Source: an optimization exercise on an open RTL-to-GDS flow (aim: a short achievable clock period and few clock cycles). Production flows keep margins and buffers that such runs may drop.
Function was checked by simulation only, so behaviour that the tests miss may differ from the original.
No activity file was given, so power comes from the tool's default toggle rates.

### design.v
module add32 (
    input  [31:0] a,
    input  [31:0] b,
    input         cin,
    output [31:0] s
);
    wire [32:0] t = {a, cin} + {b, cin};
    assign s = t[32:1];
endmodule
module add12 (
    input  [11:0] a,
    input  [11:0] b,
    output [12:0] s
);
    assign s = {1'b0, a} + {1'b0, b};
endmodule
module eq32 (
    input  [31:0] a,
    input  [31:0] b,
    output        eq
);
    assign eq = (a == b);
endmodule
module alu_eq (
    input  [2:0]  op,        
    input  [31:0] a,
    input  [31:0] b,
    input  [31:0] c,
    output        eq
);
    wire        sub = (op == 3'd1);
    wire [31:0] bb  = sub ? ~b : b;
    wire [31:0] k   = a ^ bb ^ c;                     
    wire [31:0] co  = (a & bb) | ((a ^ bb) & k);      
    wire        eq_arith = (k == {co[30:0], sub});
    assign eq = (op == 3'd2) ? ((a & b) == c) :
                (op == 3'd3) ? ((a | b) == c) :
                (op == 3'd4) ? ((a ^ b) == c) : eq_arith;
endmodule
module rf_read (
    input  [991:0] r,
    input  [4:0]   sel,
    output [31:0]  q
);
    wire [1023:0] all = {r, 32'd0};
    assign q = all[sel*32 +: 32];
endmodule
module riscv_pipeline(
    input               clock,
    input               reset,
    output      [31:0]  imem_addr,
    input       [31:0]  imem_rdata,
    output      [31:0]  dmem_addr,
    output      [31:0]  dmem_wdata,
    output              dmem_we,
    input       [31:0]  dmem_rdata
    );
    localparam [6:0] OP_R  = 7'b0110011,
                     OP_LW = 7'b0000011,
                     OP_SW = 7'b0100011,
                     OP_BR = 7'b1100011;
    localparam [2:0] ALU_ADD = 3'd0,
                     ALU_SUB = 3'd1,
                     ALU_AND = 3'd2,
                     ALU_OR  = 3'd3,
                     ALU_XOR = 3'd4;
    function automatic [31:0] pick(input s, input [31:0] a, input [31:0] b);
        pick = ({32{s}} & a) | ({32{~s}} & b);
    endfunction
    reg  [31:0] fpc;                  
    reg         d_valid;
    reg  [31:0] d_ir;
    reg  [31:0] d_pc;
    reg  [31:0] d_rf1, d_rf2;         
    reg         x_valid;
    reg         x_we;                 
    reg  [4:0]  x_rd;
    reg         x_lw;
    reg  [2:0]  x_aluop;
    reg  [31:0] x_a, x_b;
    reg         x_fa, x_fb;           
    reg         w_we;
    reg  [4:0]  w_rd;
    reg  [31:0] w_res;
    reg         p_we;                 
    reg  [4:0]  p_rd;
    reg  [31:0] p_res;
    reg  [31:0] m_addr;
    reg  [31:0] m_wdata;
    reg         m_we;
    reg  [31:0] rf [1:31];
    assign imem_addr  = fpc;
    assign dmem_addr  = m_addr;
    assign dmem_wdata = m_wdata;
    assign dmem_we    = m_we;
    always @(posedge clock) begin
        if (w_we)
            rf[w_rd] <= w_res;
    end
    wire [31:0] opa = x_fa ? w_res : x_a;
    wire [31:0] opb = x_fb ? w_res : x_b;
    wire        x_sub = (x_aluop == ALU_SUB);
    wire [31:0] x_sum;
    add32 ALU_ADD_SUB (.a(opa), .b(x_sub ? ~opb : opb), .cin(x_sub), .s(x_sum));
    reg  [31:0] alu;
    always @(*) begin
        case (x_aluop)
            ALU_AND: alu = opa & opb;
            ALU_OR:  alu = opa | opb;
            ALU_XOR: alu = opa ^ opb;
            default: alu = x_sum;
        endcase
    end
    wire [31:0] x_res = x_lw ? dmem_rdata : alu;
    wire [6:0] d_op  = d_ir[6:0];
    wire [4:0] d_rd  = d_ir[11:7];
    wire [4:0] d_rs1 = d_ir[19:15];
    wire [4:0] d_rs2 = d_ir[24:20];
    wire [31:0] d_imm_i = {{20{d_ir[31]}}, d_ir[31:20]};
    wire [31:0] d_imm_s = {{20{d_ir[31]}}, d_ir[31:25], d_ir[11:7]};
    wire d_is_r  = d_op == OP_R;
    wire d_is_lw = d_op == OP_LW;
    wire d_is_sw = d_op == OP_SW;
    wire d_is_br = d_op == OP_BR;
    wire d_same  = d_rs1 == d_rs2;    
    reg  [2:0] d_aluop;
    always @(*) begin
        case (d_ir[14:12])
            3'b111:  d_aluop = ALU_AND;
            3'b110:  d_aluop = ALU_OR;
            3'b100:  d_aluop = ALU_XOR;
            default: d_aluop = d_ir[30] ? ALU_SUB : ALU_ADD;
        endcase
    end
    wire d_we = (d_is_r | d_is_lw) & (d_rd != 5'd0);
    wire [991:0] rf_flat;
    genvar gi;
    generate
        for (gi = 1; gi < 32; gi = gi + 1) begin : flat
            assign rf_flat[32*gi-1 -: 32] = rf[gi];
        end
    endgenerate
    wire [31:0] f_rf1, f_rf2;
    rf_read RD1 (.r(rf_flat), .sel(imem_rdata[19:15]), .q(f_rf1));
    rf_read RD2 (.r(rf_flat), .sel(imem_rdata[24:20]), .q(f_rf2));
    wire byp1  = w_we & (w_rd == d_rs1);
    wire byp2  = w_we & (w_rd == d_rs2);
    wire pbyp1 = p_we & (p_rd == d_rs1);
    wire pbyp2 = p_we & (p_rd == d_rs2);
    wire [31:0] v1 = byp1 ? w_res : pbyp1 ? p_res : d_rf1;
    wire [31:0] v2 = byp2 ? w_res : pbyp2 ? p_res : d_rf2;
    wire dep1 = x_valid & x_we & (x_rd == d_rs1);
    wire dep2 = x_valid & x_we & (x_rd == d_rs2);
    wire [31:0] d_imm_m = d_is_sw ? d_imm_s : d_imm_i;
    wire        x_arith = (x_aluop == ALU_ADD) | (x_aluop == ALU_SUB);
    wire [31:0] x_logic = (x_aluop == ALU_AND) ? (opa & opb) :
                          (x_aluop == ALU_OR)  ? (opa | opb) : (opa ^ opb);
    wire [31:0] csa_u   = x_arith ? opa : x_logic;
    wire [31:0] csa_w   = x_arith ? (x_sub ? ~opb : opb) : 32'd0;
    wire [31:0] csa_s   = csa_u ^ csa_w ^ d_imm_m;
    wire [31:0] csa_c   = (csa_u & csa_w) | (csa_u & d_imm_m) | (csa_w & d_imm_m);
    wire [31:0] addr_alu, addr_ld, addr_rf;
    add32 AGU_X  (.a(csa_s), .b({csa_c[30:0], 1'b0}), .cin(x_sub), .s(addr_alu));
    add32 AGU_LD (.a(dmem_rdata), .b(d_imm_m), .cin(1'b0), .s(addr_ld));
    add32 AGU_RF (.a(v1), .b(d_imm_m), .cin(1'b0), .s(addr_rf));
    wire [31:0] d_addr = pick(dep1, pick(x_lw, addr_ld, addr_alu), addr_rf);
    wire [31:0] d_other = dep1 ? v2 : v1;
    wire eq_rf, eq_ld, eq_alu;
    eq32   CMP_RF  (.a(v1), .b(v2), .eq(eq_rf));
    eq32   CMP_LD  (.a(dmem_rdata), .b(d_other), .eq(eq_ld));
    alu_eq CMP_ALU (.op(x_aluop), .a(opa), .b(opb), .c(d_other), .eq(eq_alu));
    wire d_eq = (dep1 | dep2) ? (x_lw ? eq_ld : eq_alu) : eq_rf;
    wire [31:0] d_target;
    add32 BR_TARGET (.a(d_pc), .b(d_imm_s), .cin(1'b0), .s(d_target));
    wire d_redirect = d_valid & d_is_br & ~d_same & d_eq;
    wire [31:0] st_data = dep2 ? x_res : v2;
    wire [6:0] f_op  = imem_rdata[6:0];
    wire f_same = (f_op == OP_BR) & (imem_rdata[19:15] == imem_rdata[24:20]);
    wire [11:0] f_imm_s = {imem_rdata[31:25], imem_rdata[11:7]};
    wire [12:0] f_lo;
    add12 F_TARGET (.a(fpc[11:0]), .b(f_imm_s), .s(f_lo));
    wire [19:0] f_hi   = fpc[31:12];
    wire [19:0] f_hi_p = fpc[31:12] + 20'd1;
    wire [19:0] f_hi_m = fpc[31:12] - 20'd1;
    wire [31:0] f_hi_t = pick(f_lo[12] == f_imm_s[11], {12'd0, f_hi},
                              pick(f_lo[12], {12'd0, f_hi_p}, {12'd0, f_hi_m}));
    wire [31:0] f_target = {f_hi_t[19:0], f_lo[11:0]};
    wire [31:0] f_inc    = fpc + 32'd1;
    wire [31:0] f_seq    = pick(f_same, f_target, f_inc);
    wire [31:0] f_next   = pick(d_redirect, d_target, f_seq);
    always @(posedge clock) begin
        if (reset) begin
            fpc     <= 32'd0;
            d_valid <= 1'b0;
            x_valid <= 1'b0;
            x_we    <= 1'b0;
            x_lw    <= 1'b0;
            w_we    <= 1'b0;
            p_we    <= 1'b0;
            m_we    <= 1'b0;
        end else begin
            fpc     <= f_next;
            d_valid <= ~d_redirect;
            x_valid <= d_valid;
            x_we    <= d_valid & d_we;
            x_lw    <= d_valid & d_is_lw;
            m_we    <= d_valid & d_is_sw;
            w_we    <= x_valid & x_we;
            p_we    <= w_we;
        end
    end
    always @(posedge clock) begin
        d_ir     <= imem_rdata;
        d_pc     <= fpc;
        d_rf1    <= f_rf1;
        d_rf2    <= f_rf2;
        x_rd     <= d_rd;
        x_aluop  <= d_aluop;
        x_a      <= v1;
        x_b      <= v2;
        x_fa     <= dep1;
        x_fb     <= dep2;
        m_addr   <= d_addr;
        m_wdata  <= st_data;
        w_rd     <= x_rd;
        w_res    <= x_res;
        p_rd     <= w_rd;
        p_res    <= w_res;
    end
endmodule
### flow/run.sh
#!/bin/bash
# Layout: the standard flow (standard.sh, standard synthesis unchanged),
# with a timing-repair target well below the 12 ns clock, so that the repair
# works on every path and not only on ones that fail 12 ns; repairs may use
# any cell footprint, and the port buffers are strong buffers rather than the
# default delay cell. Everything else is the standard flow.
set -uo pipefail
bash standard.sh \
    SETUP_SLACK_MARGIN=8.7 \
    MATCH_CELL_FOOTPRINT=0 \
    'BUFFER_PORTS_ARGS=-buffer_cell sky130_fd_sc_hd__buf_8' \
    finish > standard_flow.log 2>&1
status=$?
cp -f orfs/logs/*/*/*/*.log . 2>/dev/null || true
exit $status
### standard.sh
#!/bin/bash
# synth_recipe.tcl (not shown) runs the flow's synth.tcl, then flattens the netlist and writes it again
# the make line also repeats each setting of config.mk as NAME=value (left out here)
make -C /OpenROAD-flow-scripts/flow DESIGN_CONFIG=/design/flow/config.mk WORK_HOME=/design/flow/orfs CLKGATE_MAP_FILE= SYNTH_SCRIPT=/design/flow/synth_recipe.tcl "${@:-finish}"
### config.mk
export PLATFORM = sky130hd
export DESIGN_NAME = riscv_pipeline
export DESIGN_NICKNAME = riscv_pipeline
export VERILOG_FILES = /design/flow/design.v
export SDC_FILE = /design/flow/constraint.sdc
export NUM_CORES = 4
export LEC_CHECK = 0
export CAP_MARGIN = 20
export CORE_MARGIN = 2
export CORE_UTILIZATION = 70
export PLACE_DENSITY = 0.75
export SLEW_MARGIN = 20
export SYNTH_HIERARCHICAL = 1
export SYNTH_MINIMUM_KEEP_SIZE = 0
### constraint.sdc
create_clock -name core_clock -period 12.0 [get_ports {clock}]
set_input_delay 2.4000 -clock core_clock [delete_from_list [all_inputs] [get_ports {clock}]]
set_output_delay 2.4000 -clock core_clock [all_outputs]
set_load 0.01 [all_outputs]
==> run summary <==
-- metal layers --
| layer | GRT overflow | GRT usage [%] |
|---|---|---|
| met1 | 46 | 87.0 |
| met2 | 232 | 95.7 |
| met3 | 77 | 80.9 |
| met4 | 248 | 86.7 |
| met5 | 20 | 63.5 |
-- modules after synthesis (local to each module, per instance) --
module	times used	cells
add12	1	82
riscv_pipeline	1	2987
add32	5	241
rf_read	2	688
alu_eq	1	379
eq32	2	43
-- how the worst min path moves through the flow --
stage | endpoint | slack (ns) | cells past startpoint
CTS | w_rd[3] | 0.39 | 0
detailed placement | w_rd[3] | 0.39 | 0
global placement | w_rd[3] | 0.38 | 0
floorplan | p_rd[2] | 0.33 | 0
-- cells by family after synthesis --
family / count (synthesis) / synth area share [%]
flops: 1371 / 48.1
fa+ha+maj: 366 / 6.55
compound gates: 1229 / 10.9
buf+inv: 641 / 3.62
mux: 928 / 18.4
simple gates: 1088 / 6.85
other cells: 1 / 0.00483
xor+xnor: 491 / 5.53
-- metrics by stage --
stage | utilization, % | hold WS [ns]
after floorplan | - | 0.326
after global placement | 74.5 | 0.384
after detailed placement | 74.5 | 0.390
after CTS | 86.9 | 0.393
-- what timing repair did --
item                                    in CTS
buffers inserted                           317
endpoints found under the setup margin     288
cloned                                      87
pin swaps                                  223
gates resized for setup                   1082
-- power groups by stage --
stage	Sequential [uW]	Clock (uW)	Combinational, uW
floorplan	6270	0	2170
global placement	6410	0	3280
detailed placement	6440	0	3320
CTS	6340	4620	4250
==> impl_metrics.toml <==
[synthesis]
ys.flop_type = "edfxtp_1"
yosys.area.top_type = "edfxtp_1"
ys_seq_area_share_pct = 48.1
ys_warn_count = 7
synthCells = 6115
netlist_area_um2 = 77700
ys_ff_latch = 1371
async_reset_ff_share_pct = 0
synthTopCellsByCount = "992 x edfxtp_1, 465 x nand2_1, 385 x mux2i_1"
synth_cell_types = 90
synth_edf_count = 992
yosysMostFrequentCell = "edfxtp_1"
netlist.area_leader.share_pct = 38.3
synth_area_leaders = "edfxtp_1 38%, mux4_2 11%, dfxtp_1 9.8%"
syn_avg_cell_area_um2 = 12.7

[clock_tree]
cts_max_path_buffers = 3
hold_buffers = 0
cts.sinks = 1371
cts-root-buf = "clkbuf_16"
cts_made_buffers = 143
htreeDepth = 4

[floorplanning]
row_count = 122
initial_core_util_pct = 70.4
fp.dieW_um = 337
design.portCount = 163
die-height_um = 337

[placement]
dp_hpwl_mm = 167
routabilityCongestion = 1.09
place_inst = 7493
dpl_cell_area_um2 = 82200
portBuffers = 162
place_ws_ns = 5.73

[grt]
grt.total_usage_pct = 87.4
grt_max_degree = 71
grt_remaining_overflow = 623

[outcome]
error = "[ERROR GRT-0232] Routing congestion too high. Check the congestion heatmap in the GUI."
status = "did not finish"
haltStage = "global routing (5_1_grt)"
Testbench counts, summed over its fixed seeds: cycles 25,940.
